Source: an optimization exercise on an open RTL-to-GDS flow (aim: small area and a short achievable clock period). Production flows keep margins and buffers that such runs may drop.
Function was checked by simulation only, so behaviour that the tests miss may differ from the original.
Power is estimated from default activity; no workload was simulated.

`design/flow/constraint.sdc`:
```
create_clock -name core_clock -period 95.0 [get_ports {CLK}]
set_input_delay 19.0000 -clock core_clock [delete_from_list [all_inputs] [get_ports {CLK}]]
set_output_delay 19.0000 -clock core_clock [all_outputs]
set_load 0.01 [all_outputs]
```
`design/flow/config.mk`:
```
export PLATFORM = sky130hd
export DESIGN_NAME = ALU_Top
export DESIGN_NICKNAME = ALU_Top
export VERILOG_FILES = /design/flow/design.v
export SDC_FILE = /design/flow/constraint.sdc
export NUM_CORES = 4
export LEC_CHECK = 0
export ABC_AREA = 1
export CAP_MARGIN = 20
export CORE_MARGIN = 2
export CORE_UTILIZATION = 55
export SLEW_MARGIN = 20
```
`design/flow/design.v`:
```
module DECODER(
input  wire [3:2] ALU_FUN,
output wire Arith_Enable,
output wire Logic_Enable,
output wire CMP_Enable,
output wire Shift_Enable
);
assign Arith_Enable = ~ALU_FUN[3] & ~ALU_FUN[2];
assign Logic_Enable = ~ALU_FUN[3] &  ALU_FUN[2];
assign CMP_Enable   =  ALU_FUN[3] & ~ALU_FUN[2];
assign Shift_Enable =  ALU_FUN[3] &  ALU_FUN[2];
endmodule
module MUL_UNIT(
input  wire [15:0] A,
input  wire [15:0] B,
output wire [31:0] P
);
wire [17:0] bb = {B[15], B, 1'b0};
wire [16:0] ax = {A[15], A};
wire [17:0] ay = {A[15], A, 1'b0};
wire neg0 = bb[2];
wire one0 = bb[1] ^ bb[0];
wire two0 = (bb[2] & ~bb[1] & ~bb[0]) | (~bb[2] & bb[1] & bb[0]);
wire [16:0] x0 = A ^ {16{neg0}};
wire [16:0] pp0;
assign pp0[0] = (one0 & x0[0]) | (two0 & neg0);
assign pp0[15:1] = ({15{one0}} & x0[15:1]) | ({15{two0}} & x0[14:0]);
assign pp0[16] = (one0 | two0) & x0[15];
wire neg1 = bb[4];
wire one1 = bb[3] ^ bb[2];
wire two1 = (bb[4] & ~bb[3] & ~bb[2]) | (~bb[4] & bb[3] & bb[2]);
wire [16:0] x1 = A ^ {16{neg1}};
wire [16:0] pp1;
assign pp1[0] = (one1 & x1[0]) | (two1 & neg1);
assign pp1[15:1] = ({15{one1}} & x1[15:1]) | ({15{two1}} & x1[14:0]);
assign pp1[16] = (one1 | two1) & x1[15];
wire neg2 = bb[6];
wire one2 = bb[5] ^ bb[4];
wire two2 = (bb[6] & ~bb[5] & ~bb[4]) | (~bb[6] & bb[5] & bb[4]);
wire [16:0] x2 = A ^ {16{neg2}};
wire [16:0] pp2;
assign pp2[0] = (one2 & x2[0]) | (two2 & neg2);
assign pp2[15:1] = ({15{one2}} & x2[15:1]) | ({15{two2}} & x2[14:0]);
assign pp2[16] = (one2 | two2) & x2[15];
wire neg3 = bb[8];
wire one3 = bb[7] ^ bb[6];
wire two3 = (bb[8] & ~bb[7] & ~bb[6]) | (~bb[8] & bb[7] & bb[6]);
wire [16:0] x3 = A ^ {16{neg3}};
wire [16:0] pp3;
assign pp3[0] = (one3 & x3[0]) | (two3 & neg3);
assign pp3[15:1] = ({15{one3}} & x3[15:1]) | ({15{two3}} & x3[14:0]);
assign pp3[16] = (one3 | two3) & x3[15];
wire neg4 = bb[10];
wire one4 = bb[9] ^ bb[8];
wire two4 = (bb[10] & ~bb[9] & ~bb[8]) | (~bb[10] & bb[9] & bb[8]);
wire [16:0] x4 = A ^ {16{neg4}};
wire [16:0] pp4;
assign pp4[0] = (one4 & x4[0]) | (two4 & neg4);
assign pp4[15:1] = ({15{one4}} & x4[15:1]) | ({15{two4}} & x4[14:0]);
assign pp4[16] = (one4 | two4) & x4[15];
wire neg5 = bb[12];
wire one5 = bb[11] ^ bb[10];
wire two5 = (bb[12] & ~bb[11] & ~bb[10]) | (~bb[12] & bb[11] & bb[10]);
wire [16:0] x5 = A ^ {16{neg5}};
wire [16:0] pp5;
assign pp5[0] = (one5 & x5[0]) | (two5 & neg5);
assign pp5[15:1] = ({15{one5}} & x5[15:1]) | ({15{two5}} & x5[14:0]);
assign pp5[16] = (one5 | two5) & x5[15];
wire neg6 = bb[14];
wire one6 = bb[13] ^ bb[12];
wire two6 = (bb[14] & ~bb[13] & ~bb[12]) | (~bb[14] & bb[13] & bb[12]);
wire [16:0] x6 = A ^ {16{neg6}};
wire [16:0] pp6;
assign pp6[0] = (one6 & x6[0]) | (two6 & neg6);
assign pp6[15:1] = ({15{one6}} & x6[15:1]) | ({15{two6}} & x6[14:0]);
assign pp6[16] = (one6 | two6) & x6[15];
wire neg7 = bb[16];
wire one7 = bb[15] ^ bb[14];
wire two7 = (bb[16] & ~bb[15] & ~bb[14]) | (~bb[16] & bb[15] & bb[14]);
wire [16:0] x7 = A ^ {16{neg7}};
wire [16:0] pp7;
assign pp7[0] = (one7 & x7[0]) | (two7 & neg7);
assign pp7[15:1] = ({15{one7}} & x7[15:1]) | ({15{two7}} & x7[14:0]);
assign pp7[16] = (one7 | two7) & x7[15];
wire fs0 = (neg1 & (one1 | two1)) ^ pp0[2] ^ pp1[0];
wire fc0 = ((neg1 & (one1 | two1)) & pp0[2]) | (((neg1 & (one1 | two1)) ^ pp0[2]) & pp1[0]);
wire fs1 = pp0[3] ^ pp1[1] ^ fc0;
wire fc1 = (pp0[3] & pp1[1]) | ((pp0[3] ^ pp1[1]) & fc0);
wire fs2 = (neg2 & (one2 | two2)) ^ pp0[4] ^ pp1[2];
wire fc2 = ((neg2 & (one2 | two2)) & pp0[4]) | (((neg2 & (one2 | two2)) ^ pp0[4]) & pp1[2]);
wire fs3 = pp2[0] ^ fs2 ^ fc1;
wire fc3 = (pp2[0] & fs2) | ((pp2[0] ^ fs2) & fc1);
wire fs4 = pp0[5] ^ pp1[3] ^ pp2[1];
wire fc4 = (pp0[5] & pp1[3]) | ((pp0[5] ^ pp1[3]) & pp2[1]);
wire fs5 = fc2 ^ fs4 ^ fc3;
wire fc5 = (fc2 & fs4) | ((fc2 ^ fs4) & fc3);
wire fs6 = (neg3 & (one3 | two3)) ^ pp0[6] ^ pp1[4];
wire fc6 = ((neg3 & (one3 | two3)) & pp0[6]) | (((neg3 & (one3 | two3)) ^ pp0[6]) & pp1[4]);
wire fs7 = pp2[2] ^ pp3[0] ^ fc4;
wire fc7 = (pp2[2] & pp3[0]) | ((pp2[2] ^ pp3[0]) & fc4);
wire fs8 = fs6 ^ fs7 ^ fc5;
wire fc8 = (fs6 & fs7) | ((fs6 ^ fs7) & fc5);
wire fs9 = pp0[7] ^ pp1[5] ^ pp2[3];
wire fc9 = (pp0[7] & pp1[5]) | ((pp0[7] ^ pp1[5]) & pp2[3]);
wire fs10 = pp3[1] ^ fc6 ^ fs9;
wire fc10 = (pp3[1] & fc6) | ((pp3[1] ^ fc6) & fs9);
wire fs11 = fc7 ^ fs10 ^ fc8;
wire fc11 = (fc7 & fs10) | ((fc7 ^ fs10) & fc8);
wire fs12 = (neg4 & (one4 | two4)) ^ pp0[8] ^ pp1[6];
wire fc12 = ((neg4 & (one4 | two4)) & pp0[8]) | (((neg4 & (one4 | two4)) ^ pp0[8]) & pp1[6]);
wire fs13 = pp2[4] ^ pp3[2] ^ pp4[0];
wire fc13 = (pp2[4] & pp3[2]) | ((pp2[4] ^ pp3[2]) & pp4[0]);
wire fs14 = fc9 ^ fs12 ^ fs13;
wire fc14 = (fc9 & fs12) | ((fc9 ^ fs12) & fs13);
wire fs15 = fc10 ^ fs14 ^ fc11;
wire fc15 = (fc10 & fs14) | ((fc10 ^ fs14) & fc11);
wire fs16 = pp0[9] ^ pp1[7] ^ pp2[5];
wire fc16 = (pp0[9] & pp1[7]) | ((pp0[9] ^ pp1[7]) & pp2[5]);
wire fs17 = pp3[3] ^ pp4[1] ^ fc12;
wire fc17 = (pp3[3] & pp4[1]) | ((pp3[3] ^ pp4[1]) & fc12);
wire fs18 = fc13 ^ fs16 ^ fs17;
wire fc18 = (fc13 & fs16) | ((fc13 ^ fs16) & fs17);
wire fs19 = fc14 ^ fs18 ^ fc15;
wire fc19 = (fc14 & fs18) | ((fc14 ^ fs18) & fc15);
wire fs20 = (neg5 & (one5 | two5)) ^ pp0[10] ^ pp1[8];
wire fc20 = ((neg5 & (one5 | two5)) & pp0[10]) | (((neg5 & (one5 | two5)) ^ pp0[10]) & pp1[8]);
wire fs21 = pp2[6] ^ pp3[4] ^ pp4[2];
wire fc21 = (pp2[6] & pp3[4]) | ((pp2[6] ^ pp3[4]) & pp4[2]);
wire fs22 = pp5[0] ^ fc16 ^ fs20;
wire fc22 = (pp5[0] & fc16) | ((pp5[0] ^ fc16) & fs20);
wire fs23 = fs21 ^ fc17 ^ fs22;
wire fc23 = (fs21 & fc17) | ((fs21 ^ fc17) & fs22);
wire fs24 = fc18 ^ fs23 ^ fc19;
wire fc24 = (fc18 & fs23) | ((fc18 ^ fs23) & fc19);
wire fs25 = pp0[11] ^ pp1[9] ^ pp2[7];
wire fc25 = (pp0[11] & pp1[9]) | ((pp0[11] ^ pp1[9]) & pp2[7]);
wire fs26 = pp3[5] ^ pp4[3] ^ pp5[1];
wire fc26 = (pp3[5] & pp4[3]) | ((pp3[5] ^ pp4[3]) & pp5[1]);
wire fs27 = fc20 ^ fc21 ^ fs25;
wire fc27 = (fc20 & fc21) | ((fc20 ^ fc21) & fs25);
wire fs28 = fs26 ^ fc22 ^ fs27;
wire fc28 = (fs26 & fc22) | ((fs26 ^ fc22) & fs27);
wire fs29 = fc23 ^ fs28 ^ fc24;
wire fc29 = (fc23 & fs28) | ((fc23 ^ fs28) & fc24);
wire fs30 = (neg6 & (one6 | two6)) ^ pp0[12] ^ pp1[10];
wire fc30 = ((neg6 & (one6 | two6)) & pp0[12]) | (((neg6 & (one6 | two6)) ^ pp0[12]) & pp1[10]);
wire fs31 = pp2[8] ^ pp3[6] ^ pp4[4];
wire fc31 = (pp2[8] & pp3[6]) | ((pp2[8] ^ pp3[6]) & pp4[4]);
wire fs32 = pp5[2] ^ pp6[0] ^ fc25;
wire fc32 = (pp5[2] & pp6[0]) | ((pp5[2] ^ pp6[0]) & fc25);
wire fs33 = fc26 ^ fs30 ^ fs31;
wire fc33 = (fc26 & fs30) | ((fc26 ^ fs30) & fs31);
wire fs34 = fs32 ^ fc27 ^ fs33;
wire fc34 = (fs32 & fc27) | ((fs32 ^ fc27) & fs33);
wire fs35 = fc28 ^ fs34 ^ fc29;
wire fc35 = (fc28 & fs34) | ((fc28 ^ fs34) & fc29);
wire fs36 = pp0[13] ^ pp1[11] ^ pp2[9];
wire fc36 = (pp0[13] & pp1[11]) | ((pp0[13] ^ pp1[11]) & pp2[9]);
wire fs37 = pp3[7] ^ pp4[5] ^ pp5[3];
wire fc37 = (pp3[7] & pp4[5]) | ((pp3[7] ^ pp4[5]) & pp5[3]);
wire fs38 = pp6[1] ^ fc30 ^ fc31;
wire fc38 = (pp6[1] & fc30) | ((pp6[1] ^ fc30) & fc31);
wire fs39 = fs36 ^ fs37 ^ fc32;
wire fc39 = (fs36 & fs37) | ((fs36 ^ fs37) & fc32);
wire fs40 = fs38 ^ fc33 ^ fs39;
wire fc40 = (fs38 & fc33) | ((fs38 ^ fc33) & fs39);
wire fs41 = fc34 ^ fs40 ^ fc35;
wire fc41 = (fc34 & fs40) | ((fc34 ^ fs40) & fc35);
wire fs42 = (neg7 & (one7 | two7)) ^ pp0[14] ^ pp1[12];
wire fc42 = ((neg7 & (one7 | two7)) & pp0[14]) | (((neg7 & (one7 | two7)) ^ pp0[14]) & pp1[12]);
wire fs43 = pp2[10] ^ pp3[8] ^ pp4[6];
wire fc43 = (pp2[10] & pp3[8]) | ((pp2[10] ^ pp3[8]) & pp4[6]);
wire fs44 = pp5[4] ^ pp6[2] ^ pp7[0];
wire fc44 = (pp5[4] & pp6[2]) | ((pp5[4] ^ pp6[2]) & pp7[0]);
wire fs45 = fc36 ^ fc37 ^ fs42;
wire fc45 = (fc36 & fc37) | ((fc36 ^ fc37) & fs42);
wire fs46 = fs43 ^ fs44 ^ fc38;
wire fc46 = (fs43 & fs44) | ((fs43 ^ fs44) & fc38);
wire fs47 = fs45 ^ fc39 ^ fs46;
wire fc47 = (fs45 & fc39) | ((fs45 ^ fc39) & fs46);
wire fs48 = fc40 ^ fs47 ^ fc41;
wire fc48 = (fc40 & fs47) | ((fc40 ^ fs47) & fc41);
wire fs49 = pp0[15] ^ pp1[13] ^ pp2[11];
wire fc49 = (pp0[15] & pp1[13]) | ((pp0[15] ^ pp1[13]) & pp2[11]);
wire fs50 = pp3[9] ^ pp4[7] ^ pp5[5];
wire fc50 = (pp3[9] & pp4[7]) | ((pp3[9] ^ pp4[7]) & pp5[5]);
wire fs51 = pp6[3] ^ pp7[1] ^ fc42;
wire fc51 = (pp6[3] & pp7[1]) | ((pp6[3] ^ pp7[1]) & fc42);
wire fs52 = fc43 ^ fc44 ^ fs49;
wire fc52 = (fc43 & fc44) | ((fc43 ^ fc44) & fs49);
wire fs53 = fs50 ^ fs51 ^ fc45;
wire fc53 = (fs50 & fs51) | ((fs50 ^ fs51) & fc45);
wire fs54 = fs52 ^ fc46 ^ fs53;
wire fc54 = (fs52 & fc46) | ((fs52 ^ fc46) & fs53);
wire fs55 = fc47 ^ fs54 ^ fc48;
wire fc55 = (fc47 & fs54) | ((fc47 ^ fs54) & fc48);
wire fs56 = 1'b1 ^ pp1[14] ^ pp2[12];
wire fc56 = (1'b1 & pp1[14]) | ((1'b1 ^ pp1[14]) & pp2[12]);
wire fs57 = pp3[10] ^ pp4[8] ^ pp5[6];
wire fc57 = (pp3[10] & pp4[8]) | ((pp3[10] ^ pp4[8]) & pp5[6]);
wire fs58 = pp6[4] ^ pp7[2] ^ ~pp0[16];
wire fc58 = (pp6[4] & pp7[2]) | ((pp6[4] ^ pp7[2]) & ~pp0[16]);
wire fs59 = fc49 ^ fc50 ^ fs56;
wire fc59 = (fc49 & fc50) | ((fc49 ^ fc50) & fs56);
wire fs60 = fs57 ^ fs58 ^ fc51;
wire fc60 = (fs57 & fs58) | ((fs57 ^ fs58) & fc51);
wire fs61 = fc52 ^ fs59 ^ fs60;
wire fc61 = (fc52 & fs59) | ((fc52 ^ fs59) & fs60);
wire fs62 = fc53 ^ fs61 ^ fc54;
wire fc62 = (fc53 & fs61) | ((fc53 ^ fs61) & fc54);
wire fs63 = 1'b1 ^ pp1[15] ^ pp2[13];
wire fc63 = (1'b1 & pp1[15]) | ((1'b1 ^ pp1[15]) & pp2[13]);
wire fs64 = pp3[11] ^ pp4[9] ^ pp5[7];
wire fc64 = (pp3[11] & pp4[9]) | ((pp3[11] ^ pp4[9]) & pp5[7]);
wire fs65 = pp6[5] ^ pp7[3] ^ fc56;
wire fc65 = (pp6[5] & pp7[3]) | ((pp6[5] ^ pp7[3]) & fc56);
wire fs66 = fc57 ^ fc58 ^ fs63;
wire fc66 = (fc57 & fc58) | ((fc57 ^ fc58) & fs63);
wire fs67 = fs64 ^ fs65 ^ fc59;
wire fc67 = (fs64 & fs65) | ((fs64 ^ fs65) & fc59);
wire fs68 = fs66 ^ fc60 ^ fs67;
wire fc68 = (fs66 & fc60) | ((fs66 ^ fc60) & fs67);
wire fs69 = fc61 ^ fs68 ^ fc62;
wire fc69 = (fc61 & fs68) | ((fc61 ^ fs68) & fc62);
wire fs70 = pp2[14] ^ pp3[12] ^ pp4[10];
wire fc70 = (pp2[14] & pp3[12]) | ((pp2[14] ^ pp3[12]) & pp4[10]);
wire fs71 = pp5[8] ^ pp6[6] ^ pp7[4];
wire fc71 = (pp5[8] & pp6[6]) | ((pp5[8] ^ pp6[6]) & pp7[4]);
wire fs72 = ~pp1[16] ^ fc63 ^ fc64;
wire fc72 = (~pp1[16] & fc63) | ((~pp1[16] ^ fc63) & fc64);
wire fs73 = fs70 ^ fs71 ^ fc65;
wire fc73 = (fs70 & fs71) | ((fs70 ^ fs71) & fc65);
wire fs74 = fs72 ^ fc66 ^ fs73;
wire fc74 = (fs72 & fc66) | ((fs72 ^ fc66) & fs73);
wire fs75 = fc67 ^ fs74 ^ fc68;
wire fc75 = (fc67 & fs74) | ((fc67 ^ fs74) & fc68);
wire fs76 = 1'b1 ^ pp2[15] ^ pp3[13];
wire fc76 = (1'b1 & pp2[15]) | ((1'b1 ^ pp2[15]) & pp3[13]);
wire fs77 = pp4[11] ^ pp5[9] ^ pp6[7];
wire fc77 = (pp4[11] & pp5[9]) | ((pp4[11] ^ pp5[9]) & pp6[7]);
wire fs78 = pp7[5] ^ fc70 ^ fc71;
wire fc78 = (pp7[5] & fc70) | ((pp7[5] ^ fc70) & fc71);
wire fs79 = fs76 ^ fs77 ^ fc72;
wire fc79 = (fs76 & fs77) | ((fs76 ^ fs77) & fc72);
wire fs80 = fs78 ^ fc73 ^ fs79;
wire fc80 = (fs78 & fc73) | ((fs78 ^ fc73) & fs79);
wire fs81 = fc74 ^ fs80 ^ fc75;
wire fc81 = (fc74 & fs80) | ((fc74 ^ fs80) & fc75);
wire fs82 = pp3[14] ^ pp4[12] ^ pp5[10];
wire fc82 = (pp3[14] & pp4[12]) | ((pp3[14] ^ pp4[12]) & pp5[10]);
wire fs83 = pp6[8] ^ pp7[6] ^ ~pp2[16];
wire fc83 = (pp6[8] & pp7[6]) | ((pp6[8] ^ pp7[6]) & ~pp2[16]);
wire fs84 = fc76 ^ fc77 ^ fs82;
wire fc84 = (fc76 & fc77) | ((fc76 ^ fc77) & fs82);
wire fs85 = fs83 ^ fc78 ^ fs84;
wire fc85 = (fs83 & fc78) | ((fs83 ^ fc78) & fs84);
wire fs86 = fc79 ^ fs85 ^ fc80;
wire fc86 = (fc79 & fs85) | ((fc79 ^ fs85) & fc80);
wire fs87 = 1'b1 ^ pp3[15] ^ pp4[13];
wire fc87 = (1'b1 & pp3[15]) | ((1'b1 ^ pp3[15]) & pp4[13]);
wire fs88 = pp5[11] ^ pp6[9] ^ pp7[7];
wire fc88 = (pp5[11] & pp6[9]) | ((pp5[11] ^ pp6[9]) & pp7[7]);
wire fs89 = fc82 ^ fc83 ^ fs87;
wire fc89 = (fc82 & fc83) | ((fc82 ^ fc83) & fs87);
wire fs90 = fs88 ^ fc84 ^ fs89;
wire fc90 = (fs88 & fc84) | ((fs88 ^ fc84) & fs89);
wire fs91 = fc85 ^ fs90 ^ fc86;
wire fc91 = (fc85 & fs90) | ((fc85 ^ fs90) & fc86);
wire fs92 = pp4[14] ^ pp5[12] ^ pp6[10];
wire fc92 = (pp4[14] & pp5[12]) | ((pp4[14] ^ pp5[12]) & pp6[10]);
wire fs93 = pp7[8] ^ ~pp3[16] ^ fc87;
wire fc93 = (pp7[8] & ~pp3[16]) | ((pp7[8] ^ ~pp3[16]) & fc87);
wire fs94 = fc88 ^ fs92 ^ fs93;
wire fc94 = (fc88 & fs92) | ((fc88 ^ fs92) & fs93);
wire fs95 = fc89 ^ fc90 ^ fs94;
wire fc95 = (fc89 & fc90) | ((fc89 ^ fc90) & fs94);
wire fs96 = 1'b1 ^ pp4[15] ^ pp5[13];
wire fc96 = (1'b1 & pp4[15]) | ((1'b1 ^ pp4[15]) & pp5[13]);
wire fs97 = pp6[11] ^ pp7[9] ^ fc92;
wire fc97 = (pp6[11] & pp7[9]) | ((pp6[11] ^ pp7[9]) & fc92);
wire fs98 = fs96 ^ fc93 ^ fs97;
wire fc98 = (fs96 & fc93) | ((fs96 ^ fc93) & fs97);
wire fs99 = fc94 ^ fs98 ^ fc95;
wire fc99 = (fc94 & fs98) | ((fc94 ^ fs98) & fc95);
wire fs100 = pp5[14] ^ pp6[12] ^ pp7[10];
wire fc100 = (pp5[14] & pp6[12]) | ((pp5[14] ^ pp6[12]) & pp7[10]);
wire fs101 = ~pp4[16] ^ fc96 ^ fs100;
wire fc101 = (~pp4[16] & fc96) | ((~pp4[16] ^ fc96) & fs100);
wire fs102 = fc97 ^ fs101 ^ fc98;
wire fc102 = (fc97 & fs101) | ((fc97 ^ fs101) & fc98);
wire fs103 = 1'b1 ^ pp5[15] ^ pp6[13];
wire fc103 = (1'b1 & pp5[15]) | ((1'b1 ^ pp5[15]) & pp6[13]);
wire fs104 = pp7[11] ^ fc100 ^ fs103;
wire fc104 = (pp7[11] & fc100) | ((pp7[11] ^ fc100) & fs103);
wire fs105 = fc101 ^ fs104 ^ fc102;
wire fc105 = (fc101 & fs104) | ((fc101 ^ fs104) & fc102);
wire fs106 = pp6[14] ^ pp7[12] ^ ~pp5[16];
wire fc106 = (pp6[14] & pp7[12]) | ((pp6[14] ^ pp7[12]) & ~pp5[16]);
wire fs107 = fc103 ^ fs106 ^ fc104;
wire fc107 = (fc103 & fs106) | ((fc103 ^ fs106) & fc104);
wire fs108 = 1'b1 ^ pp6[15] ^ pp7[13];
wire fc108 = (1'b1 & pp6[15]) | ((1'b1 ^ pp6[15]) & pp7[13]);
wire fs109 = fc106 ^ fs108 ^ fc107;
wire fc109 = (fc106 & fs108) | ((fc106 ^ fs108) & fc107);
wire fs110 = pp7[14] ^ ~pp6[16] ^ fc108;
wire fc110 = (pp7[14] & ~pp6[16]) | ((pp7[14] ^ ~pp6[16]) & fc108);
wire fs111 = 1'b1 ^ pp7[15] ^ fc110;
wire fc111 = (1'b1 & pp7[15]) | ((1'b1 ^ pp7[15]) & fc110);
wire [31:0] ra = {1'b1, ~pp7[16], fs111, fs110, fs109, fs107, fs105, fs102, fs99, fs95, fs91, fs86, fs81, fs75, fs69, fs62, fs55, fs48, fs41, fs35, fs29, fs24, fs19, fs15, fs11, fs8, fs5, fs3, fs1, fs0, pp0[1], (neg0 & (one0 | two0))};
wire [31:0] rb = {1'b0, fc111, 1'b0, fc109, 1'b0, fc105, 1'b0, fc99, 1'b0, fc91, 1'b0, fc81, 1'b0, fc69, 1'b0, fc55, 1'b0, 1'b0, 1'b0, 1'b0, 1'b0, 1'b0, 1'b0, 1'b0, 1'b0, 1'b0, 1'b0, 1'b0, 1'b0, 1'b0, 1'b0, pp0[0]};
wire [32:0] cc;
assign cc[0] = 1'b0;
genvar gi;
generate for (gi = 0; gi < 32; gi = gi + 1) begin : fin
  assign P[gi] = ra[gi] ^ rb[gi] ^ cc[gi];
  assign cc[gi+1] = (ra[gi] & rb[gi]) | ((ra[gi] ^ rb[gi]) & cc[gi]);
end endgenerate
endmodule
module DIV_UNIT(
input  wire [15:0] A,
input  wire [15:0] B,
output wire [16:0] Q
);
wire [15:0] aor, bor;
assign aor[0] = 1'b0;
assign bor[0] = 1'b0;
genvar gk;
generate for (gk = 1; gk < 16; gk = gk + 1) begin : mag
  assign aor[gk] = aor[gk-1] | A[gk-1];
  assign bor[gk] = bor[gk-1] | B[gk-1];
end endgenerate
wire [15:0] a = A ^ (aor & {16{A[15]}});
wire [15:0] b = B ^ (bor & {16{B[15]}});
wire [15:0] nb = ~b;
wire [15:0] q;
wire [0:0] r0, g0_0, t0_0, x0;
assign r0 = a[15];
assign g0_0 = r0 & nb[0:0];
assign t0_0 = r0 | nb[0:0];
wire hz0 = B[15] ? ((&B[15:1]) & (|B[0:0])) : ~|B[15:1];
assign q[15] = hz0 & t0_0[0];
wire [0:0] c0 = {1'b1};
wire [0:0] m0 = r0 ^ ({1{q[15]}} & (b[0:0] ~^ c0));
wire [1:0] r1, g1_0, t1_0, x1;
assign r1 = {m0, a[14]};
assign g1_0 = r1 & nb[1:0];
assign t1_0 = r1 | nb[1:0];
wire G1_0 = g1_0[1] | (t1_0[1] & t1_0[0]);
wire hz1 = B[15] ? ((&B[15:2]) & (|B[1:0])) : ~|B[15:2];
assign q[14] = hz1 & G1_0;
wire [1:0] c1 = {t1_0[0], 1'b1};
wire [1:0] m1 = r1 ^ ({2{q[14]}} & (b[1:0] ~^ c1));
wire [2:0] r2, g2_0, t2_0, x2;
assign r2 = {m1, a[13]};
assign g2_0 = r2 & nb[2:0];
assign t2_0 = r2 | nb[2:0];
wire G2_0 = g2_0[1] | (t2_0[1] & t2_0[0]);
wire G2_1 = g2_0[2] | (t2_0[2] & G2_0);
wire hz2 = B[15] ? ((&B[15:3]) & (|B[2:0])) : ~|B[15:3];
assign q[13] = hz2 & G2_1;
wire [2:0] c2 = {G2_0, t2_0[0], 1'b1};
wire [2:0] m2 = r2 ^ ({3{q[13]}} & (b[2:0] ~^ c2));
wire [3:0] r3, g3_0, t3_0, x3;
assign r3 = {m2, a[12]};
assign g3_0 = r3 & nb[3:0];
assign t3_0 = r3 | nb[3:0];
wire G3_0 = g3_0[1] | (t3_0[1] & t3_0[0]);
wire G3_1 = g3_0[2] | (t3_0[2] & G3_0);
wire G3_2 = g3_0[3] | (t3_0[3] & G3_1);
wire hz3 = B[15] ? ((&B[15:4]) & (|B[3:0])) : ~|B[15:4];
assign q[12] = hz3 & G3_2;
wire [3:0] c3 = {G3_1, G3_0, t3_0[0], 1'b1};
wire [3:0] m3 = r3 ^ ({4{q[12]}} & (b[3:0] ~^ c3));
wire [4:0] r4, g4_0, t4_0, x4;
assign r4 = {m3, a[11]};
assign g4_0 = r4 & nb[4:0];
assign t4_0 = r4 | nb[4:0];
wire G4_0 = g4_0[1] | (t4_0[1] & t4_0[0]);
wire G4_1 = g4_0[2] | (t4_0[2] & G4_0);
wire G4_2 = g4_0[3] | (t4_0[3] & G4_1);
wire G4_3 = g4_0[4] | (t4_0[4] & G4_2);
wire hz4 = B[15] ? ((&B[15:5]) & (|B[4:0])) : ~|B[15:5];
assign q[11] = hz4 & G4_3;
wire [4:0] c4 = {G4_2, G4_1, G4_0, t4_0[0], 1'b1};
wire [4:0] m4 = r4 ^ ({5{q[11]}} & (b[4:0] ~^ c4));
wire [5:0] r5, g5_0, t5_0, x5;
assign r5 = {m4, a[10]};
assign g5_0 = r5 & nb[5:0];
assign t5_0 = r5 | nb[5:0];
wire G5_0 = g5_0[1] | (t5_0[1] & t5_0[0]);
wire G5_1 = g5_0[2] | (t5_0[2] & G5_0);
wire G5_2 = g5_0[3] | (t5_0[3] & G5_1);
wire G5_3 = g5_0[4] | (t5_0[4] & G5_2);
wire G5_4 = g5_0[5] | (t5_0[5] & G5_3);
wire hz5 = B[15] ? ((&B[15:6]) & (|B[5:0])) : ~|B[15:6];
assign q[10] = hz5 & G5_4;
wire [5:0] c5 = {G5_3, G5_2, G5_1, G5_0, t5_0[0], 1'b1};
wire [5:0] m5 = r5 ^ ({6{q[10]}} & (b[5:0] ~^ c5));
wire [6:0] r6, g6_0, t6_0, x6;
assign r6 = {m5, a[9]};
assign g6_0 = r6 & nb[6:0];
assign t6_0 = r6 | nb[6:0];
wire G6_0 = g6_0[1] | (t6_0[1] & t6_0[0]);
wire G6_1 = g6_0[2] | (t6_0[2] & G6_0);
wire G6_2 = g6_0[3] | (t6_0[3] & G6_1);
wire G6_3 = g6_0[4] | (t6_0[4] & G6_2);
wire G6_4 = g6_0[5] | (t6_0[5] & G6_3);
wire G6_5 = g6_0[6] | (t6_0[6] & G6_4);
wire hz6 = B[15] ? ((&B[15:7]) & (|B[6:0])) : ~|B[15:7];
assign q[9] = hz6 & G6_5;
wire [6:0] c6 = {G6_4, G6_3, G6_2, G6_1, G6_0, t6_0[0], 1'b1};
wire [6:0] m6 = r6 ^ ({7{q[9]}} & (b[6:0] ~^ c6));
wire [7:0] r7, g7_0, t7_0, x7;
assign r7 = {m6, a[8]};
assign g7_0 = r7 & nb[7:0];
assign t7_0 = r7 | nb[7:0];
wire G7_0 = g7_0[1] | (t7_0[1] & t7_0[0]);
wire G7_1 = g7_0[2] | (t7_0[2] & G7_0);
wire G7_2 = g7_0[3] | (t7_0[3] & G7_1);
wire G7_3 = g7_0[4] | (t7_0[4] & G7_2);
wire G7_4 = g7_0[5] | (t7_0[5] & G7_3);
wire G7_5 = g7_0[6] | (t7_0[6] & G7_4);
wire G7_6 = g7_0[7] | (t7_0[7] & G7_5);
wire hz7 = B[15] ? ((&B[15:8]) & (|B[7:0])) : ~|B[15:8];
assign q[8] = hz7 & G7_6;
wire [7:0] c7 = {G7_5, G7_4, G7_3, G7_2, G7_1, G7_0, t7_0[0], 1'b1};
wire [7:0] m7 = r7 ^ ({8{q[8]}} & (b[7:0] ~^ c7));
wire [8:0] r8, g8_0, t8_0, x8;
assign r8 = {m7, a[7]};
assign g8_0 = r8 & nb[8:0];
assign t8_0 = r8 | nb[8:0];
wire G8_0 = g8_0[1] | (t8_0[1] & t8_0[0]);
wire G8_1 = g8_0[2] | (t8_0[2] & G8_0);
wire G8_2 = g8_0[3] | (t8_0[3] & G8_1);
wire G8_3 = g8_0[4] | (t8_0[4] & G8_2);
wire G8_4 = g8_0[5] | (t8_0[5] & G8_3);
wire G8_5 = g8_0[6] | (t8_0[6] & G8_4);
wire G8_6 = g8_0[7] | (t8_0[7] & G8_5);
wire G8_7 = g8_0[8] | (t8_0[8] & G8_6);
wire hz8 = B[15] ? ((&B[15:9]) & (|B[8:0])) : ~|B[15:9];
assign q[7] = hz8 & G8_7;
wire [8:0] c8 = {G8_6, G8_5, G8_4, G8_3, G8_2, G8_1, G8_0, t8_0[0], 1'b1};
wire [8:0] m8 = r8 ^ ({9{q[7]}} & (b[8:0] ~^ c8));
wire [9:0] r9, g9_0, t9_0, x9;
assign r9 = {m8, a[6]};
assign g9_0 = r9 & nb[9:0];
assign t9_0 = r9 | nb[9:0];
wire G9_0 = g9_0[1] | (t9_0[1] & t9_0[0]);
wire G9_1 = g9_0[2] | (t9_0[2] & G9_0);
wire G9_2 = g9_0[3] | (t9_0[3] & G9_1);
wire G9_3 = g9_0[4] | (t9_0[4] & G9_2);
wire G9_4 = g9_0[5] | (t9_0[5] & G9_3);
wire G9_5 = g9_0[6] | (t9_0[6] & G9_4);
wire G9_6 = g9_0[7] | (t9_0[7] & G9_5);
wire G9_7 = g9_0[8] | (t9_0[8] & G9_6);
wire G9_8 = g9_0[9] | (t9_0[9] & G9_7);
wire hz9 = B[15] ? ((&B[15:10]) & (|B[9:0])) : ~|B[15:10];
assign q[6] = hz9 & G9_8;
wire [9:0] c9 = {G9_7, G9_6, G9_5, G9_4, G9_3, G9_2, G9_1, G9_0, t9_0[0], 1'b1};
wire [9:0] m9 = r9 ^ ({10{q[6]}} & (b[9:0] ~^ c9));
wire [10:0] r10, g10_0, t10_0, x10;
assign r10 = {m9, a[5]};
assign g10_0 = r10 & nb[10:0];
assign t10_0 = r10 | nb[10:0];
wire G10_0 = g10_0[1] | (t10_0[1] & t10_0[0]);
wire G10_1 = g10_0[2] | (t10_0[2] & G10_0);
wire G10_2 = g10_0[3] | (t10_0[3] & G10_1);
wire G10_3 = g10_0[4] | (t10_0[4] & G10_2);
wire G10_4 = g10_0[5] | (t10_0[5] & G10_3);
wire G10_5 = g10_0[6] | (t10_0[6] & G10_4);
wire G10_6 = g10_0[7] | (t10_0[7] & G10_5);
wire G10_7 = g10_0[8] | (t10_0[8] & G10_6);
wire G10_8 = g10_0[9] | (t10_0[9] & G10_7);
wire G10_9 = g10_0[10] | (t10_0[10] & G10_8);
wire hz10 = B[15] ? ((&B[15:11]) & (|B[10:0])) : ~|B[15:11];
assign q[5] = hz10 & G10_9;
wire [10:0] c10 = {G10_8, G10_7, G10_6, G10_5, G10_4, G10_3, G10_2, G10_1, G10_0, t10_0[0], 1'b1};
wire [10:0] m10 = r10 ^ ({11{q[5]}} & (b[10:0] ~^ c10));
wire [11:0] r11, g11_0, t11_0, x11;
assign r11 = {m10, a[4]};
assign g11_0 = r11 & nb[11:0];
assign t11_0 = r11 | nb[11:0];
wire G11_0 = g11_0[1] | (t11_0[1] & t11_0[0]);
wire G11_1 = g11_0[2] | (t11_0[2] & G11_0);
wire G11_2 = g11_0[3] | (t11_0[3] & G11_1);
wire G11_3 = g11_0[4] | (t11_0[4] & G11_2);
wire G11_4 = g11_0[5] | (t11_0[5] & G11_3);
wire G11_5 = g11_0[6] | (t11_0[6] & G11_4);
wire G11_6 = g11_0[7] | (t11_0[7] & G11_5);
wire G11_7 = g11_0[8] | (t11_0[8] & G11_6);
wire G11_8 = g11_0[9] | (t11_0[9] & G11_7);
wire G11_9 = g11_0[10] | (t11_0[10] & G11_8);
wire G11_10 = g11_0[11] | (t11_0[11] & G11_9);
wire hz11 = B[15] ? ((&B[15:12]) & (|B[11:0])) : ~|B[15:12];
assign q[4] = hz11 & G11_10;
wire [11:0] c11 = {G11_9, G11_8, G11_7, G11_6, G11_5, G11_4, G11_3, G11_2, G11_1, G11_0, t11_0[0], 1'b1};
wire [11:0] m11 = r11 ^ ({12{q[4]}} & (b[11:0] ~^ c11));
wire [12:0] r12, g12_0, t12_0, x12;
assign r12 = {m11, a[3]};
assign g12_0 = r12 & nb[12:0];
assign t12_0 = r12 | nb[12:0];
wire G12_0 = g12_0[1] | (t12_0[1] & t12_0[0]);
wire G12_1 = g12_0[2] | (t12_0[2] & G12_0);
wire G12_2 = g12_0[3] | (t12_0[3] & G12_1);
wire G12_3 = g12_0[4] | (t12_0[4] & G12_2);
wire G12_4 = g12_0[5] | (t12_0[5] & G12_3);
wire G12_5 = g12_0[6] | (t12_0[6] & G12_4);
wire G12_6 = g12_0[7] | (t12_0[7] & G12_5);
wire G12_7 = g12_0[8] | (t12_0[8] & G12_6);
wire G12_8 = g12_0[9] | (t12_0[9] & G12_7);
wire G12_9 = g12_0[10] | (t12_0[10] & G12_8);
wire G12_10 = g12_0[11] | (t12_0[11] & G12_9);
wire G12_11 = g12_0[12] | (t12_0[12] & G12_10);
wire hz12 = B[15] ? ((&B[15:13]) & (|B[12:0])) : ~|B[15:13];
assign q[3] = hz12 & G12_11;
wire [12:0] c12 = {G12_10, G12_9, G12_8, G12_7, G12_6, G12_5, G12_4, G12_3, G12_2, G12_1, G12_0, t12_0[0], 1'b1};
wire [12:0] m12 = r12 ^ ({13{q[3]}} & (b[12:0] ~^ c12));
wire [13:0] r13, g13_0, t13_0, x13;
assign r13 = {m12, a[2]};
assign g13_0 = r13 & nb[13:0];
assign t13_0 = r13 | nb[13:0];
wire G13_0 = g13_0[1] | (t13_0[1] & t13_0[0]);
wire G13_1 = g13_0[2] | (t13_0[2] & G13_0);
wire G13_2 = g13_0[3] | (t13_0[3] & G13_1);
wire G13_3 = g13_0[4] | (t13_0[4] & G13_2);
wire G13_4 = g13_0[5] | (t13_0[5] & G13_3);
wire G13_5 = g13_0[6] | (t13_0[6] & G13_4);
wire G13_6 = g13_0[7] | (t13_0[7] & G13_5);
wire G13_7 = g13_0[8] | (t13_0[8] & G13_6);
wire G13_8 = g13_0[9] | (t13_0[9] & G13_7);
wire G13_9 = g13_0[10] | (t13_0[10] & G13_8);
wire G13_10 = g13_0[11] | (t13_0[11] & G13_9);
wire G13_11 = g13_0[12] | (t13_0[12] & G13_10);
wire G13_12 = g13_0[13] | (t13_0[13] & G13_11);
wire hz13 = B[15] ? ((&B[15:14]) & (|B[13:0])) : ~|B[15:14];
assign q[2] = hz13 & G13_12;
wire [13:0] c13 = {G13_11, G13_10, G13_9, G13_8, G13_7, G13_6, G13_5, G13_4, G13_3, G13_2, G13_1, G13_0, t13_0[0], 1'b1};
wire [13:0] m13 = r13 ^ ({14{q[2]}} & (b[13:0] ~^ c13));
wire [14:0] r14, g14_0, t14_0, x14;
assign r14 = {m13, a[1]};
assign g14_0 = r14 & nb[14:0];
assign t14_0 = r14 | nb[14:0];
wire G14_0 = g14_0[1] | (t14_0[1] & t14_0[0]);
wire G14_1 = g14_0[2] | (t14_0[2] & G14_0);
wire G14_2 = g14_0[3] | (t14_0[3] & G14_1);
wire G14_3 = g14_0[4] | (t14_0[4] & G14_2);
wire G14_4 = g14_0[5] | (t14_0[5] & G14_3);
wire G14_5 = g14_0[6] | (t14_0[6] & G14_4);
wire G14_6 = g14_0[7] | (t14_0[7] & G14_5);
wire G14_7 = g14_0[8] | (t14_0[8] & G14_6);
wire G14_8 = g14_0[9] | (t14_0[9] & G14_7);
wire G14_9 = g14_0[10] | (t14_0[10] & G14_8);
wire G14_10 = g14_0[11] | (t14_0[11] & G14_9);
wire G14_11 = g14_0[12] | (t14_0[12] & G14_10);
wire G14_12 = g14_0[13] | (t14_0[13] & G14_11);
wire G14_13 = g14_0[14] | (t14_0[14] & G14_12);
wire hz14 = B[15] ? ((&B[15:15]) & (|B[14:0])) : ~|B[15:15];
assign q[1] = hz14 & G14_13;
wire [14:0] c14 = {G14_12, G14_11, G14_10, G14_9, G14_8, G14_7, G14_6, G14_5, G14_4, G14_3, G14_2, G14_1, G14_0, t14_0[0], 1'b1};
wire [14:0] m14 = r14 ^ ({15{q[1]}} & (b[14:0] ~^ c14));
wire [15:0] r15, g15_0, t15_0, x15;
assign r15 = {m14, a[0]};
assign g15_0 = r15 & nb[15:0];
assign t15_0 = r15 | nb[15:0];
wire G15_0 = g15_0[1] | (t15_0[1] & t15_0[0]);
wire G15_1 = g15_0[2] | (t15_0[2] & G15_0);
wire G15_2 = g15_0[3] | (t15_0[3] & G15_1);
wire G15_3 = g15_0[4] | (t15_0[4] & G15_2);
wire G15_4 = g15_0[5] | (t15_0[5] & G15_3);
wire G15_5 = g15_0[6] | (t15_0[6] & G15_4);
wire G15_6 = g15_0[7] | (t15_0[7] & G15_5);
wire G15_7 = g15_0[8] | (t15_0[8] & G15_6);
wire G15_8 = g15_0[9] | (t15_0[9] & G15_7);
wire G15_9 = g15_0[10] | (t15_0[10] & G15_8);
wire G15_10 = g15_0[11] | (t15_0[11] & G15_9);
wire G15_11 = g15_0[12] | (t15_0[12] & G15_10);
wire G15_12 = g15_0[13] | (t15_0[13] & G15_11);
wire G15_13 = g15_0[14] | (t15_0[14] & G15_12);
wire G15_14 = g15_0[15] | (t15_0[15] & G15_13);
assign q[0] = 1'b1 & G15_14;
wire        bz  = ~|B;
wire        neg = A[15] ^ B[15];
wire [16:0] qq  = {1'b0, q & {16{~bz}}};
wire [16:0] qor;
assign qor[0] = 1'b0;
assign qor[1] = 1'b0;
generate for (gk = 2; gk < 17; gk = gk + 1) begin : qmag
  assign qor[gk] = qor[gk-1] | qq[gk-1];
end endgenerate
assign Q = qq ^ ({16'b0, 1'b0} | ({17{neg}} & (qor | {{16{qq[0]}}, 1'b0})));
endmodule
module LOGIC_UNIT(
input  wire [15:0] A,
input  wire [15:0] B,
input  wire [1:0]  ALU_FUN,
input  wire        En,
output wire [15:0] Y
);
wire en_t = En & ~ALU_FUN[1];    
wire en_n = En &  ALU_FUN[1];    
wire [15:0] t = (A & B) | (A & {16{ALU_FUN[0]}}) | (B & {16{ALU_FUN[0]}});
assign Y = (t & {16{en_t}}) | (~t & {16{en_n}});
endmodule
module CMP_UNIT(
input  wire [1:0] ALU_FUN,
input  wire       eq,    
input  wire       ge,    
output wire [1:0] Y
);
wire hit = (ALU_FUN == 2'b01) ? eq :
           (ALU_FUN == 2'b10) ? (ge & ~eq) :
           (ALU_FUN == 2'b11) ? ~ge : 1'b0;
assign Y = ALU_FUN & {2{hit}};
endmodule
module SHIFT_UNIT(
input  wire [15:0] A,
input  wire [15:0] B,
input  wire [1:0]  ALU_FUN,
input  wire        En,
output wire [15:0] Y
);
wire [15:0] x = ALU_FUN[1] ? B : A;
wire en_r = En & ~ALU_FUN[0];
wire en_l = En &  ALU_FUN[0];
assign Y = ({1'b0, x[15:1]} & {16{en_r}}) | ({x[14:0], 1'b0} & {16{en_l}});
endmodule
module ALU_Top #(parameter width = 16 ,
                   Arith_width = width + width ,
                   Logic_width = width,
                   CMP_width   = width,
                   Shift_width = width)(
input wire [width-1:0] A,
input wire [width-1:0] B,
input wire CLK,
input wire RST,
input wire [3:0] ALU_FUN,
output reg  [Arith_width-1:0]  Arith_OUT,
output reg                     Carry_OUT,
output reg                     Arith_Flag,
output reg  [Logic_width-1:0]  Logic_OUT,
output reg                     Logic_Flag,
output reg  [CMP_width-1:0]    CMP_OUT,
output reg                     CMP_Flag,
output reg  [Shift_width-1:0]  Shift_OUT,
output reg                     Shift_Flag
);
wire Arith_Enable, Logic_Enable, CMP_Enable, Shift_Enable;
DECODER u_decoder(
.ALU_FUN(ALU_FUN[3:2]),
.Arith_Enable(Arith_Enable),
.Logic_Enable(Logic_Enable),
.CMP_Enable(CMP_Enable),
.Shift_Enable(Shift_Enable)
);
wire        sub = ALU_FUN[0] | ALU_FUN[3];
wire [15:0] bx  = B ^ {16{sub}};
wire [15:0] s16;
wire [16:0] cy;
assign cy[0] = sub;
genvar gi;
generate for (gi = 0; gi < 16; gi = gi + 1) begin : add
  assign s16[gi]  = A[gi] ^ bx[gi] ^ cy[gi];
  assign cy[gi+1] = (A[gi] & bx[gi]) | ((A[gi] ^ bx[gi]) & cy[gi]);
end endgenerate
wire        c16 = cy[16];                    
wire        sgn = A[15] ^ bx[15] ^ c16;      
wire        eq  = ~|s16;                     
wire [31:0] prod;
wire [16:0] quot;
MUL_UNIT u_mul(.A(A), .B(B), .P(prod));
DIV_UNIT u_div(.A(A), .B(B), .Q(quot));
wire sel_s = Arith_Enable & ~ALU_FUN[1];
wire sel_m = Arith_Enable &  ALU_FUN[1] & ~ALU_FUN[0];
wire sel_d = Arith_Enable &  ALU_FUN[1] &  ALU_FUN[0];
wire [32:0] arith = ({33{sel_s}} & {{16{sgn}}, sgn, s16}) |
                    ({33{sel_m}} & {prod[31], prod}) |
                    ({33{sel_d}} & {{16{quot[16]}}, quot});
wire [15:0] logic_res;
LOGIC_UNIT u_logic(.A(A), .B(B), .ALU_FUN(ALU_FUN[1:0]), .En(Logic_Enable), .Y(logic_res));
wire [1:0] cmp_res;
CMP_UNIT u_cmp(.ALU_FUN(ALU_FUN[1:0]), .eq(eq), .ge(c16), .Y(cmp_res));
wire [15:0] shift_res;
SHIFT_UNIT u_shift(.A(A), .B(B), .ALU_FUN(ALU_FUN[1:0]), .En(Shift_Enable), .Y(shift_res));
always @(posedge CLK, negedge RST) begin
  if (!RST) begin
    Arith_OUT  <= 32'b0;
    Carry_OUT  <= 1'b0;
    Arith_Flag <= 1'b0;
    Logic_OUT  <= 16'b0;
    Logic_Flag <= 1'b0;
    CMP_OUT    <= 16'b0;
    CMP_Flag   <= 1'b0;
    Shift_OUT  <= 16'b0;
    Shift_Flag <= 1'b0;
  end else begin
    Arith_OUT  <= arith[31:0];
    if (Arith_Enable)
      Carry_OUT <= arith[32];
    Arith_Flag <= Arith_Enable;
    Logic_OUT  <= logic_res;
    Logic_Flag <= Logic_Enable;
    CMP_OUT    <= {14'b0, cmp_res & {2{CMP_Enable}}};
    CMP_Flag   <= CMP_Enable;
    Shift_OUT  <= shift_res;
    Shift_Flag <= Shift_Enable;
  end
end
endmodule
```
`design/flow/run.sh`:
```
#!/bin/bash
# synth_recipe.tcl (not shown) runs the flow's synth.tcl, then flattens the netlist and writes it again
# the make line also repeats each setting of config.mk as NAME=value (left out here)
make -C /OpenROAD-flow-scripts/flow DESIGN_CONFIG=/design/flow/config.mk WORK_HOME=/design/flow/orfs CLKGATE_MAP_FILE= SYNTH_SCRIPT=/design/flow/synth_recipe.tcl finish
```
==> flow_summary.ini, run 1 <==
[synth]
synth_edf_count = 0
postSynthAreaPerCell_um2 = 6.81
syn_area_mm2 = 0.0169
netlist_instances = 2473
seq_area_frac_synth = 0.105
synthMostInstantiatedCell = nand2_1
synth_top_area_frac = 0.152
synth_top_cell_by_area = fa_1
synth-main-ff-cell = dfrtp_1
yosys_warnings = 1
netlist_top_cells_area = fa_1 (15%), nand2_1 (13%), xor2_1 (12%)
synth_commonest_cells = nand2_1 (605), inv_1 (323), nand3_1 (243), xor2_1 (227), o21ai_0 (133)
synth_cell_types = 63
synth_async_sr_flop_share = 1.00
ys_seq_elements = 71

[die]
die_h_um = 179
coreArea_mm2 = 0.0303
ios = 123
start_util = 0.555
die_w_um = 179
rows = 64
dieArea_mm2 = 0.0321

[placement]
gp_congestion = 0.938
portBuffers = 108
dp_hpwl_um = 42800

[final_layout]
area_growth_pct = 8.64
utilization = 0.603
nFillCells = 2899
final_net_count = 2724
drive_above_1_share = 0.0837
diodes = 0
multi_input_area_mm2 = 0.0130
layout.area.seq_mm2 = 0.00178

[run]
drv_cap = 0

[drt]
first_iter_violations = 1738
drcViolationCount = 0
avgRoutedWirePerCell_um = 18.9
final_antenna_net_count = 0
first_pass_iters = 6
avgViaCountPerCell = 5.75
vias = 16700
wl_um = 54900

[grt]
antenna_found_initial = 0
grt_pass1_wl_um = 86200
grt-ovfl-total = 0
track_usage = 0.349
grt_pass1_vias = 15600
grt_max_degree = 72

[timing]
fmax_mhz = 25.7
setup_violations = 0
tightest_slew_ns = 1.04
slew_violations = 0
setup-tns-final_ns = 0
min_period_ns = 38.98
rsz0062_at_grt = no
finClkSkew_ns = 0
max-slew-margin-rel = 0.304
finalCritPeriodShare = 0.410
finalHoldViolCount = 0

[clock_network]
cts_tree = done
max-clock-path-buffers = 2
numCtsBuffers = 9
clkTransAtPathRegs_ns = 0.08
cts_hold_buf = 0
cts_root_buffer = clkbuf_16
cts_setup_buffers = 0
htreeDepth = 3
clock_latency_ns = 0.34
cts.sinks = 71
cts-resized-gates = 0

[critical_path]
cp_top_family = simple AND/OR/NAND/NOR gates
critPathMaxStageDelay_ns = 0.63
reg2reg_from = Carry_OUT
endpoint = Arith_OUT[16]
worstPathArrival_ns = 39.19
reg2reg_to = Carry_OUT
crit_start = B[12]
end_kind = flop
r2r_cells = 2
critPathKind = in2reg
cp_data_required_time_ns = 95.21
cp-start-kind = input port
worst-path-buf-inv = 14
crit_top_cell = nand3_2
crit_fanout = 17
worst-path-stages = 174
rrSetupSlack_ns = 94.35
cp_slowest_cell = clkdlybuf4s50_1

[power]
p_switching_mw = 0.179
seq_power_share = 0.105
pwr-share-comb = 0.791
p_leak_nw = 8.95
p_clk_frac = 0.104
powerDensity_mw_per_mm2 = 18.8
ir_drop_v = 0.0000424
switching_share = 0.522
internal_power_mw = 0.164

[status]
status = complete, no violations

[hold_path]
hold_path.class = reg2reg
## stage by stage
| step | power [mW] | instances | instance area [µm²] | hold slack [ns] | setup slack [ns] |
|---|---|---|---|---|---|
| 3_5_place_dp | 0.305 | 2888 | 18000 | 0.499 | 55.98 |
| 5_1_grt | 0.388 | 2904 | 18300 | 0.532 | 53.46 |
| 2_1_floorplan | 0.231 | 2486 | 16900 | 0.532 | 60.21 |
| 4_1_cts | 0.344 | 2904 | 18300 | 0.512 | 56.27 |
| 3_3_place_gp | 0.300 | 2888 | 18000 | 0.497 | 56.64 |
| 6_report | 0.344 | 2904 | 18300 | 0.504 | 56.02 |
## kinds of logic (layout without fill, tap and decap cells)
group	count (synthesis)	count (layout)	share of synthesized area
DFF	71	71	0.105
buffers and inverters	490	512	0.126
adders and majority gates	183	183	0.193
other	1	14	0.000223
xor gates and xnor gates	252	252	0.131
and+or+nand+nor	1137	1137	0.317
AOI/OAI and AO/OA	339	339	0.127
## power by group through the flow
| stage | registers [mW] | clock network [mW] | logic [mW] |
|---|---|---|---|
| global placement | 0.0366 | 0 | 0.263 |
| finish | 0.0361 | 0.0359 | 0.272 |
| detailed placement | 0.0366 | 0 | 0.268 |
| global route | 0.0364 | 0.0371 | 0.314 |
| floorplan | 0.0386 | 0 | 0.193 |
| CTS | 0.0362 | 0.0358 | 0.272 |
## worst min-delay path, cell delays in order (launching register included)
cell and delay, ns:
dfrtp_1 0.35, nand2_1 0.06, nand3_1 0.07
## routing by layer
| metal | global-route usage | vias up | wire length [µm] |
|---|---|---|---|
| met2 | 0.527 | 790 | 23300 |
| met4 | 0.0796 | 0 | 1060 |
| met5 | 0 | - | 0 |
| met3 | 0.0659 | 88 | 5630 |
| li1 | - | 7988 | - |
| met1 | 0.513 | 7838 | 24900 |
## layout by cell type (no fill, tap or decap), types with 43 or more instances in the layout
| master | netlist | final |
|---|---|---|
| clkdlybuf4s50_1 | 0 | 106 |
| dfrtp_1 | 71 | 71 |
| a21oi_1 | 43 | 43 |
| xor2_1 | 227 | 224 |
| inv_1 | 323 | 323 |
| nand3_1 | 243 | 243 |
| ha_1 | 55 | 55 |
| fa_1 | 128 | 128 |
| nor2_1 | 109 | 107 |
| nand2_1 | 605 | 605 |
| a22oi_1 | 98 | 98 |
| nand3_2 | 71 | 71 |
| o21ai_0 | 133 | 133 |
| buf_4 | 25 | 44 |
## registers in the layout, indices dropped and copies added (netlist names)
| signal | flops |
|---|---|
| Logic_OUT | 16 |
| Logic_Flag | 1 |
| Arith_OUT | 32 |
| Carry_OUT | 1 |
| Arith_Flag | 1 |
| CMP_OUT | 2 |
| CMP_Flag | 1 |
| Shift_OUT | 16 |
| Shift_Flag | 1 |
## worst min path at each step
stage               cells after the start   endpoint  slack (ns)      start
finish                                  2  Carry_OUT        0.50  Carry_OUT
global route                            2  Carry_OUT        0.53  Carry_OUT
CTS                                     2  Carry_OUT        0.51  Carry_OUT
detailed placement                      2  Carry_OUT        0.50  Carry_OUT
global placement                        2  Carry_OUT        0.50  Carry_OUT
floorplan                               2  Carry_OUT        0.53  Carry_OUT
## final cells by class
cell class / instances / area share
inverter: 345 / 0.0716
tap: 396 / 0.0271
clock buffer: 11 / 0.0133
sequential: 71 / 0.0970
timing repair buffer: 151 / 0.0763
multi-input combinational: 1925 / 0.712
clock inverter: 5 / 0.00314
==> run 2: changes to the inputs <==
--- a/design/flow/design.v
+++ b/design/flow/design.v
@@ -564,19 +564,53 @@
 assign t15_0 = r15 | nb[15:0];
 wire G15_0 = g15_0[1] | (t15_0[1] & t15_0[0]);
-wire G15_1 = g15_0[2] | (t15_0[2] & G15_0);
-wire G15_2 = g15_0[3] | (t15_0[3] & G15_1);
-wire G15_3 = g15_0[4] | (t15_0[4] & G15_2);
-wire G15_4 = g15_0[5] | (t15_0[5] & G15_3);
-wire G15_5 = g15_0[6] | (t15_0[6] & G15_4);
-wire G15_6 = g15_0[7] | (t15_0[7] & G15_5);
-wire G15_7 = g15_0[8] | (t15_0[8] & G15_6);
-wire G15_8 = g15_0[9] | (t15_0[9] & G15_7);
-wire G15_9 = g15_0[10] | (t15_0[10] & G15_8);
-wire G15_10 = g15_0[11] | (t15_0[11] & G15_9);
-wire G15_11 = g15_0[12] | (t15_0[12] & G15_10);
-wire G15_12 = g15_0[13] | (t15_0[13] & G15_11);
-wire G15_13 = g15_0[14] | (t15_0[14] & G15_12);
-wire G15_14 = g15_0[15] | (t15_0[15] & G15_13);
-assign q[0] = 1'b1 & G15_14;
+wire G15_1 = g15_0[3] | (t15_0[3] & g15_0[2]);
+wire T15_1 = t15_0[3] & t15_0[2];
+wire G15_2 = g15_0[5] | (t15_0[5] & g15_0[4]);
+wire T15_2 = t15_0[5] & t15_0[4];
+wire G15_3 = g15_0[7] | (t15_0[7] & g15_0[6]);
+wire T15_3 = t15_0[7] & t15_0[6];
+wire G15_4 = g15_0[9] | (t15_0[9] & g15_0[8]);
+wire T15_4 = t15_0[9] & t15_0[8];
+wire G15_5 = g15_0[11] | (t15_0[11] & g15_0[10]);
+wire T15_5 = t15_0[11] & t15_0[10];
+wire G15_6 = g15_0[13] | (t15_0[13] & g15_0[12]);
+wire T15_6 = t15_0[13] & t15_0[12];
+wire G15_7 = g15_0[15] | (t15_0[15] & g15_0[14]);
+wire T15_7 = t15_0[15] & t15_0[14];
+wire G15_8 = g15_0[2] | (t15_0[2] & G15_0);
+wire G15_9 = G15_1 | (T15_1 & G15_0);
+wire G15_10 = g15_0[6] | (t15_0[6] & G15_2);
+wire T15_10 = t15_0[6] & T15_2;
+wire G15_11 = G15_3 | (T15_3 & G15_2);
+wire T15_11 = T15_3 & T15_2;
+wire G15_12 = g15_0[10] | (t15_0[10] & G15_4);
+wire T15_12 = t15_0[10] & T15_4;
+wire G15_13 = G15_5 | (T15_5 & G15_4);
+wire T15_13 = T15_5 & T15_4;
+wire G15_14 = g15_0[14] | (t15_0[14] & G15_6);
+wire T15_14 = t15_0[14] & T15_6;
+wire G15_15 = G15_7 | (T15_7 & G15_6);
+wire T15_15 = T15_7 & T15_6;
+wire G15_16 = g15_0[4] | (t15_0[4] & G15_9);
+wire G15_17 = G15_2 | (T15_2 & G15_9);
+wire G15_18 = G15_10 | (T15_10 & G15_9);
+wire G15_19 = G15_11 | (T15_11 & G15_9);
+wire G15_20 = g15_0[12] | (t15_0[12] & G15_13);
+wire T15_20 = t15_0[12] & T15_13;
+wire G15_21 = G15_6 | (T15_6 & G15_13);
+wire T15_21 = T15_6 & T15_13;
+wire G15_22 = G15_14 | (T15_14 & G15_13);
+wire T15_22 = T15_14 & T15_13;
+wire G15_23 = G15_15 | (T15_15 & G15_13);
+wire T15_23 = T15_15 & T15_13;
+wire G15_24 = g15_0[8] | (t15_0[8] & G15_19);
+wire G15_25 = G15_4 | (T15_4 & G15_19);
+wire G15_26 = G15_12 | (T15_12 & G15_19);
+wire G15_27 = G15_13 | (T15_13 & G15_19);
+wire G15_28 = G15_20 | (T15_20 & G15_19);
+wire G15_29 = G15_21 | (T15_21 & G15_19);
+wire G15_30 = G15_22 | (T15_22 & G15_19);
+wire G15_31 = G15_23 | (T15_23 & G15_19);
+assign q[0] = 1'b1 & G15_31;
 wire        bz  = ~|B;
 wire        neg = A[15] ^ B[15];
--- a/design/flow/config.mk
+++ b/design/flow/config.mk
@@ -9,4 +9,4 @@
 export CAP_MARGIN = 20
 export CORE_MARGIN = 2
-export CORE_UTILIZATION = 55
+export CORE_UTILIZATION = 40
 export SLEW_MARGIN = 20
==> flow_summary.ini, run 2 <==
[synth]
syn_area_mm2 = 0.0168
ys_seq_elements = 71
yosys_warnings = 1
synth_top_cell_by_area = fa_1
postSynthAreaPerCell_um2 = 6.73
synth_cell_types = 59
synthMostInstantiatedCell = nand2_1
seq_area_frac_synth = 0.106
synth_async_sr_flop_share = 1.00
synth_top_area_frac = 0.153
netlist_top_cells_area = fa_1 (15%), nand2_1 (14%), xor2_1 (12%)
synth_commonest_cells = nand2_1 (623), inv_1 (316), nand3_1 (259), xor2_1 (228), o21ai_0 (133)
synth_edf_count = 0
netlist_instances = 2491
synth-main-ff-cell = dfrtp_1

[timing]
finalCritPeriodShare = 0.405
finClkSkew_ns = 0
setup-tns-final_ns = 0
min_period_ns = 38.44
slew_violations = 0
tightest_slew_ns = 1.07
fmax_mhz = 26.0
finalHoldViolCount = 0
rsz0062_at_grt = no
max-slew-margin-rel = 0.287
setup_violations = 0

[drt]
avgRoutedWirePerCell_um = 19.1
first_iter_violations = 1767
first_pass_iters = 6
wl_um = 58400
drcViolationCount = 0
avgViaCountPerCell = 5.56
vias = 17000
final_antenna_net_count = 0

[final_layout]
fin_area_mm2 = 0.0185
largest_reg_flops = 32
final_net_count = 2735
mostFrequentLayoutCell = nand2_1
drive_above_1_share = 0.0798
diodes = 0
layout.area.seq_mm2 = 0.00178
final_cells = 3051
nFillCells = 4261
regMostFlops = Arith_OUT
multi_input_area_mm2 = 0.0131
utilization = 0.449
final_cell_mix = nand2_1 (623), inv_1 (316), nand3_1 (259)
top_regs = Arith_OUT: 32 flops, Logic_OUT: 16 flops, Shift_OUT: 16 flops
area_growth_pct = 10.1

[power]
p_leak_nw = 9.03
power.total_mw = 0.338
p_switching_mw = 0.179
switching_share = 0.529
pwr-share-comb = 0.793
internal_power_mw = 0.159
p_clk_frac = 0.099
seq_power_share = 0.108
ir_drop_v = 0.0000144
powerDensity_mw_per_mm2 = 18.3

[critical_path]
end_kind = flop
worstPathArrival_ns = 38.62
cp_data_required_time_ns = 95.18
worst-path-buf-inv = 15
cp-start-kind = input port
crit_top_cell = nand3_2
rrSetupSlack_ns = 94.30
cp_top_family = simple AND/OR/NAND/NOR gates
critPathKind = in2reg
r2r_cells = 2
reg2reg_from = Carry_OUT
critPathMaxStageDelay_ns = 1.16
reg2reg_to = Carry_OUT
crit_fanout = 23
cp_slowest_cell = clkdlybuf4s50_1

[grt]
grt_pass1_vias = 16300
track_usage = 0.269
antenna_found_initial = 1
grt_max_degree = 72
grt_pass1_wl_um = 92400
grt-ovfl-total = 0

[clock_network]
cts_root_buffer = clkbuf_16
cts_hold_buf = 0
cts-resized-gates = 0
clkTransAtPathRegs_ns = 0.07
cts_setup_buffers = 0
cts_tree = done
cts.sinks = 71
htreeDepth = 3
max-clock-path-buffers = 2
numCtsBuffers = 9
clock_latency_ns = 0.35

[die]
die_w_um = 209
die_h_um = 209
start_util = 0.408
dieArea_mm2 = 0.0436
rows = 74
ios = 123
coreArea_mm2 = 0.0411

[hold_path]
hold_path.class = reg2reg
holdPathEnd = Carry_OUT
min_delay_path_depth = 2
min-delay-start = Carry_OUT

[status]
status = complete, no violations

[placement]
portBuffers = 108
dpl_cell_area_mm2 = 0.0182
dp_hpwl_um = 44700
dp.cells = 3035
gp_congestion = 0.968

[run]
drv_cap = 0
-- run 2: worst register-to-register path, cell delays in order, from the launching register on --
cell and delay [ns]:
dfrtp_1 0.39, nand2_1 0.07, nand3_1 0.08
-- run 2: worst max-delay path by stage --
| stage | startpoint | end | slack (ns) | depth (start not counted) |
|---|---|---|---|---|
| floorplan | B[13] | Arith_OUT[27] | 60.77 | 166 |
| detailed placement | A[2] | Arith_OUT[28] | 56.43 | 166 |
| global route | A[2] | Arith_OUT[7] | 54.04 | 173 |
| finish | A[12] | Arith_OUT[28] | 56.56 | 165 |
| global placement | A[12] | Arith_OUT[28] | 56.86 | 160 |
| CTS | A[2] | Arith_OUT[28] | 56.73 | 166 |
-- run 2: logic make-up (layout without fill, tap and decap cells) --
group	Yosys count	count (layout)	share of synthesized area
buf+inv	495	510	0.120
fa+ha+maj	183	183	0.194
flops	71	71	0.106
simple gates	1151	1151	0.322
xor+xnor	251	251	0.131
other cells	1	14	0.000224
compound gates	339	339	0.127
-- run 2: layer usage --
metal	global-route usage	share of wire	vias up
met5	0	0	-
met4	0.0746	0.026	0
met3	0.0394	0.079	95
met2	0.417	0.43	705
met1	0.390	0.46	8117
li1	-	-	8044
-- run 2: cell type report --
class                           instances  share of cell area
Sequential cell                        71              0.0963
Tap cell                              532              0.0361
Clock buffer                           10              0.0124
Clock inverter                          6             0.00244
Multi-Input combinational cell       1938               0.708
Inverter                              347              0.0707
Timing Repair Buffer                  147              0.0738
-- run 2: through the flow --
step	hold slack (ns)	setup WS [ns]
floorplan	0.529	60.77
global placement	0.513	56.86
detailed placement	0.527	56.43
CTS	0.543	56.73
global route	0.577	54.04
finish	0.539	56.56
-- run 2: power groups by stage --
stage | sequential [mW] | clock, mW | combinational [mW]
2_1_floorplan | 0.0387 | 0 | 0.194
3_3_place_gp | 0.0372 | 0 | 0.265
3_5_place_dp | 0.0371 | 0 | 0.267
4_1_cts | 0.0366 | 0.0342 | 0.270
5_1_grt | 0.0369 | 0.0359 | 0.310
6_report | 0.0365 | 0.0335 | 0.268

[afterwards: timing with drivers on the ports]
In the flow no input, the clock included, has a driving cell. The finished layouts below were timed again as built, in two steps. Step 1 assumes that a clkbuf_16 drives the clock port and a buf_2 every other input. Step 2 also shifts input and output timing later by t, the mid clock arrival at the registers, as if the neighbouring blocks saw the same clock. a / b / c = no drivers / after step 1 / after step 2; a / b = the first two.
run | shift t [ns] | setup WS [ns] | worst register clock-pin slew, ns | worst slew at a driven data input, ns
run 1 | 0.393 | 56.020 / 56.027 / 55.635 | 0.08 / 0.08 | 0.07
run 2 | 0.393 | 56.558 / 56.584 / 56.191 | 0.07 / 0.07 | 0.05
After both steps setup and hold are still met in every run listed. For run 1, which loses most, drivers alone change the setup slack by +0.007 ns; drivers and shift together by -0.385 ns.
